Source: an optimization exercise on an open RTL-to-GDS flow (aim: small area and a short achievable clock period). Production flows keep margins and buffers that such runs may drop. The RTL was checked by simulation tests, not by an equivalence proof against the original design. Power is estimated from default activity; no workload was simulated.

==> v7: inputs <==
// gaussian
module gaussian #(
    parameter INIT_Z1 = 64'd5030521883283424767,
    parameter INIT_Z2 = 64'd18445829279364155008,
    parameter INIT_Z3 = 64'd18436106298727503359
)
(
    input clk,
    input rstn,
    input ce,
    output valid_out,
    output [15:0] data_out
);
clock: 8.0 ns
lec_check: 0
cap_margin: 20
core_margin: 2
core_utilization: 55
cts_buf_list: sky130_fd_sc_hd__clkbuf_8
setup_slack_margin: 5.0
slew_margin: 20
synth_memory_max_bits: 32768
run.sh (not shown) runs the stock make flow with config.mk's settings and CLKGATE_MAP_FILE= SYNTH_SCRIPT=/design/flow/synth_recipe.tcl, a recipe that flattens the netlist after the stock synthesis.
==> v32: changes against v7 <==
Settings changed: CORE_UTILIZATION 55 to 50, CTS_BUF_LIST sky130_fd_sc_hd__clkbuf_8 to default.
==> v2: changes against v7 <==
==> flow/flow/run.sh (new file) <==
#!/bin/bash
set -euo pipefail
sed 's/SETUP_SLACK_MARGIN=[0-9.]*/SETUP_SLACK_MARGIN=5.2/' standard.sh > standard_margin.sh
grep -q 'SETUP_SLACK_MARGIN=5.2' standard_margin.sh
bash standard_margin.sh finish > standard.log 2>&1
==> flow/standard.sh (new file) <==
#!/bin/bash
# synth_recipe.tcl (not shown) runs the flow's synth.tcl, then flattens the netlist and writes it again
# the make line also repeats each setting of config.mk as NAME=value (left out here)
make -C /OpenROAD-flow-scripts/flow DESIGN_CONFIG=/design/flow/config.mk WORK_HOME=/design/flow/orfs CLKGATE_MAP_FILE= SYNTH_SCRIPT=/design/flow/synth_recipe.tcl "${@:-finish}"
Settings changed: CORE_UTILIZATION 55 to 50, CTS_BUF_LIST sky130_fd_sc_hd__clkbuf_8 to default.
removed: flow/run.sh
==> metrics.csv <==
stage,metric,value,unit
finish,Fillers,6928,
cts,CTS root buffer,clkbuf_8,
detailed_routing,met2 routed WL,63600,um
power,Power Sequential,5.53,mW
critical_path,R2R Path End,u_gaussian_interp.u_gaussian_poly.q1_32,
global_routing,GRT Total Usage,0.359,
finish,fraction of cell area in non-clock buffers,0.0254,
timing,Final WS setup,4.89,ns
cts,TritonCTS Buffers,108,
finish,clock buffers,132,
power,combinational power,13.3,mW
place,GPL Wtd Cong,1.06,
run_status,status,no timing/DRC/antenna violations,
timing,Worst-Margin Slew,1.14,ns
the above is filed under v7

==> metrics.csv <==
stage,metric,value,unit
critical_path,R2R Path End,u_gaussian_interp.u_gaussian_poly.q2_560,
timing,Final WS setup,4.93,ns
global_routing,GRT Total Usage,0.329,
cts,TritonCTS Buffers,73,
place,GPL Wtd Cong,1.07,
finish,Fillers,8093,
run_status,status,no timing/DRC/antenna violations,
power,Power Sequential,5.55,mW
power,combinational power,13.1,mW
the above is filed under v32

==> metrics.csv <==
stage,metric,value,unit
run_status,status,no timing/DRC/antenna violations,
timing,Final WS setup,5.07,ns
logic_synthesis,post-synth top area share,0.292,
detailed_routing,met2 routed WL,67800,um
power,combinational power,13.7,mW
critical_path,R2R Path End,u_gaussian_interp.u_gaussian_poly.q4_1085,
cts,CTS root buffer,clkbuf_16,
place,GPL Wtd Cong,1.07,
finish,fraction of cell area in non-clock buffers,0.0490,
power,Power Sequential,5.54,mW
logic_synthesis,Post-Synth Adder-Cell Area,0.232,
cts,TritonCTS Buffers,76,
timing,Worst-Margin Slew,1.11,ns
finish,clock buffers,108,
global_routing,GRT Total Usage,0.340,
the above is filed under v2


========
==> run H: inputs <==
gaussian again, from the RTL that the note above started with.
Settings: LEC_CHECK=0, CAP_MARGIN=20, CORE_MARGIN=2, CORE_UTILIZATION=50, SETUP_SLACK_MARGIN=5.0, SLEW_MARGIN=60, SYNTH_MEMORY_MAX_BITS=32768; clock period 8.0 ns.
Stock flow here: none of the scripts above is used.
==> inputs of run Y, as changes to run H <==
CAP_MARGIN = 40   (was 20)
SLEW_MARGIN = 20   (was 60)
==> metrics.csv <==
metric,value,unit
dp_hpwl,107000,µm
status,no timing/DRC/antenna violations,
r2r_slack,4.93,ns
via_per_inst,6.18,
crit_required,8.51,ns
fillers,8088,
dr_wl_met3,15800,µm
-- figures above: run H

==> metrics.csv <==
metric,value,unit
crit_required,8.49,ns
status,no timing/DRC/antenna violations,
via_per_inst,6.16,
dr_wl_met3,15800,µm
path_common_cell,buf_4,
dp_hpwl,107000,µm
-- figures above: run Y


========
==> run X <==
gaussian, a different RTL version from the one above (not shown whole).
// gaussian
module gaussian #(
    parameter INIT_Z1 = 64'd5030521883283424767,
    parameter INIT_Z2 = 64'd18445829279364155008,
    parameter INIT_Z3 = 64'd18436106298727503359
)
(
    input clk,
    input rstn,
    input ce,
    output valid_out,
    output [15:0] data_out
);
export LEC_CHECK = 0
export CAP_MARGIN = 20
export CORE_MARGIN = 2
export CORE_UTILIZATION = 40
export SETUP_SLACK_MARGIN = 5.0
export SLEW_MARGIN = 20
export SYNTH_MEMORY_MAX_BITS = 32768
create_clock -name core_clock -period 8.0 [get_ports {clk}]
==> inputs of run P, as changes to run X <==
--- a/flow/design.v
+++ b/flow/design.v
@@ -5809,41 +5809,39 @@
 assign valid_out = vld[VL-1];
 wire [5:0] lz;
 gaussian_lzd u_gaussian_lzd (
     .data_in(word[63:3]),
     .data_out(lz)
 );
 reg [5:0]  a_lz;       
-reg [5:0]  a_lzp;      
 reg [1:0]  a_off;
-reg [14:0] a_x;
+reg [14:0] a_x;        
 reg        a_sign;
+reg [14:0] mask_n;
+integer i;
+always @(*) begin
+    for (i = 0; i < 15; i = i + 1)
+        mask_n[i] = (a_lz == 6'd46 + i);
+end
 always @(posedge clk) begin
     a_lz   <= word_rst ? 6'd0 : lz;
-    a_lzp  <= a_lz;
     a_off  <= {word[1], word[2]};
     a_x    <= {word[3], word[4], word[5], word[6], word[7],
                word[8], word[9], word[10], word[11], word[12],
-               word[13], word[14], word[15], word[16], word[17]};
+               word[13], word[14], word[15], word[16], word[17]} & ~mask_n;
     a_sign <= word[0];
 end
 wire [16:0] c2;
 gaussian_coef u_gaussian_coef (
     .addr({a_lz, a_off}),
     .c2(c2)
 );
-reg [14:0] mask_n;
-integer i;
-always @(*) begin
-    for (i = 0; i < 15; i = i + 1)
-        mask_n[i] = (a_lzp == 6'd46 + i);
-end
 gaussian_poly u_gaussian_poly (
     .clk(clk),
-    .x(a_x & ~mask_n),
+    .x(a_x),
     .c2(c2),
     .addr({a_lz, a_off}),    
     .sign(a_sign),
     .out(data_out)
 );
 endmodule
 module gaussian_poly (
@@ -7684,17 +7682,17 @@
 reg q6_1825;
 reg q6_1826;
 reg q6_1827;
 reg q6_1828;
 reg q6_1829;
 reg q6_1830;
 wire [37:0] us;
+wire [15:0] res;
 reg q5_1831;
 reg q6_1832;
-wire [15:0] res;
 gaussian_coef_k1 u_gaussian_coef_k1 (.addr({q1_8, q1_7, q1_6, q1_5, q1_4, q1_3, q1_2, q1_1}), .k1(k1v));
 gaussian_coef_kc u_gaussian_coef_kc (.addr({q3_24, q3_22, q3_20, q3_18, q3_16, q3_14, q3_12, q3_10}), .kc(kcv));
 assign p27 = q1_25 & q1_26;
 assign p29 = q1_25 & q1_28;
 assign p31 = q1_25 & q1_30;
 assign p33 = q1_25 & q1_32;
 assign p35 = q1_25 & q1_34;
==> flow/config.mk (replaced) <==
export PLATFORM = sky130hd
export DESIGN_NAME = gaussian
export DESIGN_NICKNAME = gaussian
export VERILOG_FILES = /design/flow/design.v
export SDC_FILE = /design/flow/constraint.sdc
export NUM_CORES = 4
export LEC_CHECK = 0
export CAP_MARGIN = 20
export CORE_MARGIN = 2
export CORE_UTILIZATION = 50
export PLACE_DENSITY = 0.75
export SETUP_SLACK_MARGIN = 5.0
export SLEW_MARGIN = 20
export SYNTH_MEMORY_MAX_BITS = 32768
==> qor summary <==
Post-synth top area share: run P 29.21%; run X 28.71%
CP Max Fanout: run P 26; run X 18
Power of the clock network: run P 3400 uW; run X 3750 uW
Synthesized Nets: run P 5,653; run X 5,664
Clock power share: run P 15.2%; run X 15.8%
Placed cell count: run P 5,983; run X 6,330
Global routing usage on met2: run P 52.73%; run X 41.79%
WP depth: run P 9; run X 11
Sequential fraction of design power: run P 24.6%; run X 23.8%
Combinational Power Share: run P 60.2%; run X 60.4%
Worst Path Buf+Inv: run P 3; run X 4
Critical Path Sink: run P u_gaussian_interp.u_gaussian_poly.q2_565$_DFF_P_; run X u_gaussian_interp.u_gaussian_poly.q4_1089$_DFF_P_
Slack of the critical path: run P 4914 ps; run X 4981 ps
Initial antenna violation count: run P 2; run X 4
Via density per instance: run P 6.213; run X 5.832
Worst path max stage delay: run P 420 ps; run X 460 ps
Status: run P complete, no violations; run X complete, no violations
Multi-input gate share of total cell area: run P 59.58%; run X 59.44%
Vertical extent of the die: run P 303.0 um; run X 341.1 um
Die area: run P 91,780 um2; run X 116,400 um2
Fraction of layout instances using a drive strength above 1: run P 9.082%; run X 9.125%
DR pass1 iterations: run P 24; run X 8
Via count of the first global-routing pass: run P 38,075; run X 37,597
Switching part of the total power: run P 44.36%; run X 44.74%
GP Congestion: run P 1.061; run X 1.016
Power density of the placed cells: run P 452.7 nW/um2; run X 468.3 nW/um2

re-timing with driven ports:
Ports are ideal in the flow. The routed layouts listed here were re-timed in OpenROAD. Step 1 (the two cells are an assumption about what drives the block):
set clk [get_ports {clk}]
set_driving_cell -lib_cell sky130_fd_sc_hd__clkbuf_16 $clk
set_driving_cell -lib_cell sky130_fd_sc_hd__buf_2 [delete_from_list [all_inputs] $clk]
Step 2 also shifts input and output timing later by t, the mid clock arrival at the registers, as if the neighbouring blocks saw the same clock. a / b / c = ideal ports / drivers / drivers and shift; a / b = the first two.
| run | t, ns | setup WS [ns] | worst hold slack (ns) | worst data-port slew with drivers (ns) |
|---|---|---|---|---|
| v7 | 0.800 | 4.892 / 4.892 / 4.892 | 0.306 / 0.306 / 0.306 | 0.03 |
| v32 | 0.706 | 4.935 / 4.935 / 4.935 | 0.312 / 0.312 / 0.312 | 0.03 |
| v2 | 0.708 | 5.075 / 5.075 / 5.075 | 0.293 / 0.293 / 0.293 | 0.04 |
| run H | 0.707 | 4.932 / 4.932 / 4.932 | 0.303 / 0.303 / 0.303 | 0.03 |
| run Y | 0.705 | 4.930 / 4.930 / 4.930 | 0.314 / 0.314 / 0.314 | 0.03 |
| run X | 0.730 | 4.981 / 4.981 / 4.981 | 0.304 / 0.304 / 0.304 | 0.03 |
| run P | 0.704 | 4.914 / 4.914 / 4.914 | 0.312 / 0.312 / 0.312 | 0.03 |
After both steps setup and hold are still met in every run listed.
